From an optimization exercise on the open Yosys and OpenROAD flow, aimed at small area; shortcuts taken in it are not production practice. Function was checked by simulation only, so behaviour that the tests miss may differ from the original. Power and IR drop assume default switching activity.

==> exp/raven: inputs <==
// mult_mem_top
module mult_mem_top (
    input  logic        clk,
    input  logic        rst,
    input  logic        EN_mult,
    input  logic        EN_blockRead,
    input  logic [15:0] mult_input0,
    input  logic [15:0] mult_input1,
    output logic        RDY_mult,
    output logic        VALID_memVal,
    output logic [31:0] memVal_data
);
make LEC_CHECK=0 CAP_MARGIN=20 CORE_MARGIN=2 CORE_UTILIZATION=40 SLEW_MARGIN=20 finish   # period 4.5 ns
run.sh (not shown) runs the stock make flow with config.mk's settings and CLKGATE_MAP_FILE= SYNTH_SCRIPT=/design/flow/synth_recipe.tcl, a recipe that flattens the netlist after the stock synthesis.
==> inputs of exp/juniper, as changes to exp/raven <==
CORE_UTILIZATION = 65   (was 40)
CTS_BUF_LIST = sky130_fd_sc_hd__clkbuf_8   (was default)
CTS_CLUSTER_SIZE = 30   (was default)
==> run summary <==
- exp/raven completed and failed the layout checks on negative setup slack. exp/juniper produced a layout that fails on negative setup slack.
- Core utilization: exp/raven is lower than exp/juniper (29 points).
- Against exp/raven, the cell count of exp/juniper is smaller by 8.3%.
- Of exp/raven and exp/juniper, exp/juniper has the higher global-route usage (gap 12 points).
- In synthesized cell count, exp/juniper and exp/raven do not differ.
- In exp/raven the clock skew is lower than in exp/juniper, by 64 ps.
- In synthesized area, exp/raven and exp/juniper do not differ.
- Critical path depth: exp/juniper is higher than exp/raven (1).
==> figures <==
metric	exp/raven	exp/juniper
Result of the run	complete, but fails checks	complete, but fails checks
Reasons for failing layout checks	negative setup slack	negative setup slack
Post-layout instance area	66,400 um2	65,100 um2
Area added between synthesis and finish	20.5%	18.1%
Worst-skew pair later-pin latency	760 ps	930 ps
Die Wd	375 um	295 um
First-pass GRT wire length	140 mm	164 mm
Vias in the first global route	26,200	30,400
Standard cell core area	137,000 um2	83,800 um2
Worst-case clock buffer depth	3	4
Internal power	0.0383 W	0.0373 W
Remaining max-slew budget at the tightest pin	33.3%	50.7%
Highest ir drop seen on vdd	1.23 mV	1.54 mV
Power density of the placed cells	816 nW/um2	829 nW/um2
Htree depth	4	5
Total chip power	0.0542 W	0.0540 W

========
==> inputs of build 79 <==
mult_mem_top, a different RTL version from the one above (not shown whole).
Design mult_mem_top, start of the top module:
module mult_mem_top (
    input  logic        clk,
    input  logic        rst,
    input  logic        EN_mult,
    input  logic        EN_blockRead,
    input  logic [15:0] mult_input0,
    input  logic [15:0] mult_input1,
    output logic        RDY_mult,
    output logic        VALID_memVal,
    output logic [31:0] memVal_data
);
==> module mult_mem_top, before the edit <==
module mult_mem_top (
    input  logic        clk,
    input  logic        rst,
    input  logic        EN_mult,
    input  logic        EN_blockRead,
    input  logic [15:0] mult_input0,
    input  logic [15:0] mult_input1,
    output logic        RDY_mult,
    output logic        VALID_memVal,
    output logic [31:0] memVal_data
);
    localparam logic [1:0] S_IDLE = 2'd0, S_CAP = 2'd1, S_FULL = 2'd2, S_READ = 2'd3;
    logic [1:0]  st;
    logic [6:0]  cnt;      
    logic [2:0]  rot;      
    logic [7:0]  tsel;     
    logic [63:0][31:0] m;  
    logic [23:0] lo;
    logic [15:0] a0;
    logic [7:4]  b0;       
    logic [31:0] prod;
    logic        conv;
    mul_s0 u_lo (.a(mult_input0), .b(mult_input1[7:0]), .p(lo));
    mul_s1 u_hi (.a(a0), .b({b0[7:4], m[0][27:24]}),
                 .l({m[0][31:24] & {8{!conv}}, m[0][23:0]}), .p(prod));
    logic idle, start, push, chain;
    assign idle  = rst || (st == S_IDLE);
    assign start = idle && EN_mult;
    assign push  = !idle && (st == S_CAP) && !cnt[6];
    assign chain = push || ((st == S_READ) && (cnt != 7'd0) && (rot == 3'd0));
    always_ff @(posedge clk) begin
        if (idle) begin
            RDY_mult     <= 1'b1;
            VALID_memVal <= 1'b0;
            cnt          <= 7'd0;
            st           <= EN_mult ? S_CAP : S_IDLE;
        end else begin
            case (st)
                S_CAP: begin
                    cnt <= cnt + 7'd1;
                    if (cnt == 7'd71) RDY_mult <= 1'b0;
                    if (cnt == 7'd73) st <= S_FULL;
                end
                S_FULL: begin
                    cnt <= 7'd0;
                    if (EN_blockRead) begin
                        st   <= S_READ;
                        tsel <= 8'd1 << (rot + 3'd1);
                    end
                end
                default: begin  
                    VALID_memVal <= 1'b1;
                    cnt <= cnt + 7'd1;
                    if (cnt == 7'd63) begin
                        RDY_mult <= 1'b1;
                        st       <= S_IDLE;
                    end
                end
            endcase
        end
    end
    always_ff @(posedge clk) begin
        if (start)      rot <= 3'd0;
        else if (!chain) rot <= rot + 3'd1;
    end
    logic [63:0][31:0] d;   
    logic [7:0][31:0]  dj;    
    logic [7:0]        sj;    
    logic [7:0][31:0]  aj;    
    logic [7:0][31:0]  bj;
    assign sj[0] = push;
    assign aj[0] = {mult_input1[15:8], lo};
    assign bj[0] = m[7];
    for (genvar g = 1; g < 8; g++) begin : grp
        assign sj[g] = chain;
        assign aj[g] = m[8*g-1];
        assign bj[g] = m[8*g+7];
    end
    for (genvar g = 0; g < 8; g++) begin : gw
        for (genvar k = 0; k < 32; k++) begin : gb
            mux2 u_j (.s(sj[g]), .sn(!sj[g]), .a(aj[g][k]), .b(bj[g][k]), .y(dj[g][k]));
        end
    end
    for (genvar w = 0; w < 64; w++) begin : wd
        if (w == 1)
            assign d[w] = prod;
        else if (w % 8 == 0)
            assign d[w] = dj[w/8];
        else
            assign d[w] = m[w-1];
    end
    always_ff @(posedge clk) begin
        a0   <= push ? mult_input0 : 16'd0;
        b0   <= mult_input1[15:12];
        conv <= push;
        m    <= d;
    end
    always_comb begin
        memVal_data = '0;
        for (int i = 0; i < 8; i++)
            memVal_data = memVal_data | (m[56+i] & {32{tsel[i]}});
    end
endmodule
==> module mux2, before the edit <==
module mux2 (
    input  logic s,
    input  logic sn,
    input  logic a,
    input  logic b,
    output logic y
);
    assign y = (s & a) | (sn & b);
endmodule
make LEC_CHECK=0 CAP_MARGIN=0 CORE_MARGIN=2 CORE_UTILIZATION=65 CTS_CLUSTER_DIAMETER=100 CTS_CLUSTER_SIZE=30 SLEW_MARGIN=0 SYNTH_HIERARCHICAL=1 SYNTH_MINIMUM_KEEP_SIZE=0 finish   # period 4.5 ns
==> inputs of build 10, as changes to build 79 <==
--- a/flow/design.v
+++ b/flow/design.v
@@ -1201,37 +1201,18 @@
         if (start)      rot <= 3'd0;
         else if (!chain) rot <= rot + 3'd1;
     end
-    logic [63:0][31:0] d;   
-    logic [7:0][31:0]  dj;    
-    logic [7:0]        sj;    
-    logic [7:0][31:0]  aj;    
-    logic [7:0][31:0]  bj;
-    assign sj[0] = push;
-    assign aj[0] = {mult_input1[15:8], lo};
-    assign bj[0] = m[7];
-    for (genvar g = 1; g < 8; g++) begin : grp
-        assign sj[g] = chain;
-        assign aj[g] = m[8*g-1];
-        assign bj[g] = m[8*g+7];
-    end
-    for (genvar g = 0; g < 8; g++) begin : gw
-        for (genvar k = 0; k < 32; k++) begin : gb
-            mux2 u_j (.s(sj[g]), .sn(!sj[g]), .a(aj[g][k]), .b(bj[g][k]), .y(dj[g][k]));
-        end
-    end
-    for (genvar w = 0; w < 64; w++) begin : wd
-        if (w == 1)
-            assign d[w] = prod;
-        else if (w % 8 == 0)
-            assign d[w] = dj[w/8];
-        else
-            assign d[w] = m[w-1];
-    end
     always_ff @(posedge clk) begin
         a0   <= push ? mult_input0 : 16'd0;
         b0   <= mult_input1[15:12];
         conv <= push;
-        m    <= d;
+        for (int g = 0; g < 8; g++) begin
+            for (int j = (g == 0) ? 2 : 1; j < 8; j++)
+                m[8*g+j] <= m[8*g+j-1];
+        end
+        m[0] <= push ? {mult_input1[15:8], lo} : m[7];
+        m[1] <= prod;
+        for (int g = 1; g < 8; g++)
+            m[8*g] <= chain ? m[8*g-1] : m[8*g+7];
     end
     always_comb begin
         memVal_data = '0;
@@ -1239,12 +1220,3 @@
             memVal_data = memVal_data | (m[56+i] & {32{tsel[i]}});
     end
 endmodule
-module mux2 (
-    input  logic s,
-    input  logic sn,
-    input  logic a,
-    input  logic b,
-    output logic y
-);
-    assign y = (s & a) | (sn & b);
-endmodule
ABC_AREA = 1   (was unset)
==> comparison <==
Build 79 completed with no timing, DRC or antenna violations. Build 10 produced a clean layout. Against build 10, the maximum frequency of build 79 is lower by 2.2%. Of build 10 and build 79, build 10 has the higher total power (gap about 28%, measured against build 79). Between build 79 and build 10, the lower die area is in build 79 (gap about 4.6%, measured against build 10). Critical path depth: build 10 is higher than build 79 (4). Against build 10, the sequential power of build 79 is lower by about 28%.

re-timing with driven ports:
No port has a modelled driver above. Below, the same layouts with a new extraction and two added sets of constraints. Step 1: set_driving_cell puts a clkbuf_16 on clk and a buf_2 on each other input, an assumption about the parent block. Step 2 moves the port delays by t, midway between the first and last clock arrival at a register: inputs arrive t later, outputs are due t later. That takes back most of the time a late clock gives input paths. Three values: ideal, step 1, step 2; two values: the first two.
| run | t, ns | setup slack, ns | worst slew at a driven data input, ns |
|---|---|---|---|
| exp/raven | 0.807 | -0.020 / -0.020 / -0.645 | 0.06 |
| exp/juniper | 0.934 | -0.001 / -0.001 / -0.833 | 0.04 |
| build 79 | 0.712 | 0.095 / 0.108 / -0.581 | 0.04 |
| build 10 | 0.715 | 0.193 / 0.234 / -0.481 | 0.04 |
With both steps, setup timing fails in build 79 and build 10, where it was met with ideal ports. For exp/juniper, which loses most, drivers alone change the setup slack by 0.000 ns; drivers and shift together by -0.832 ns.
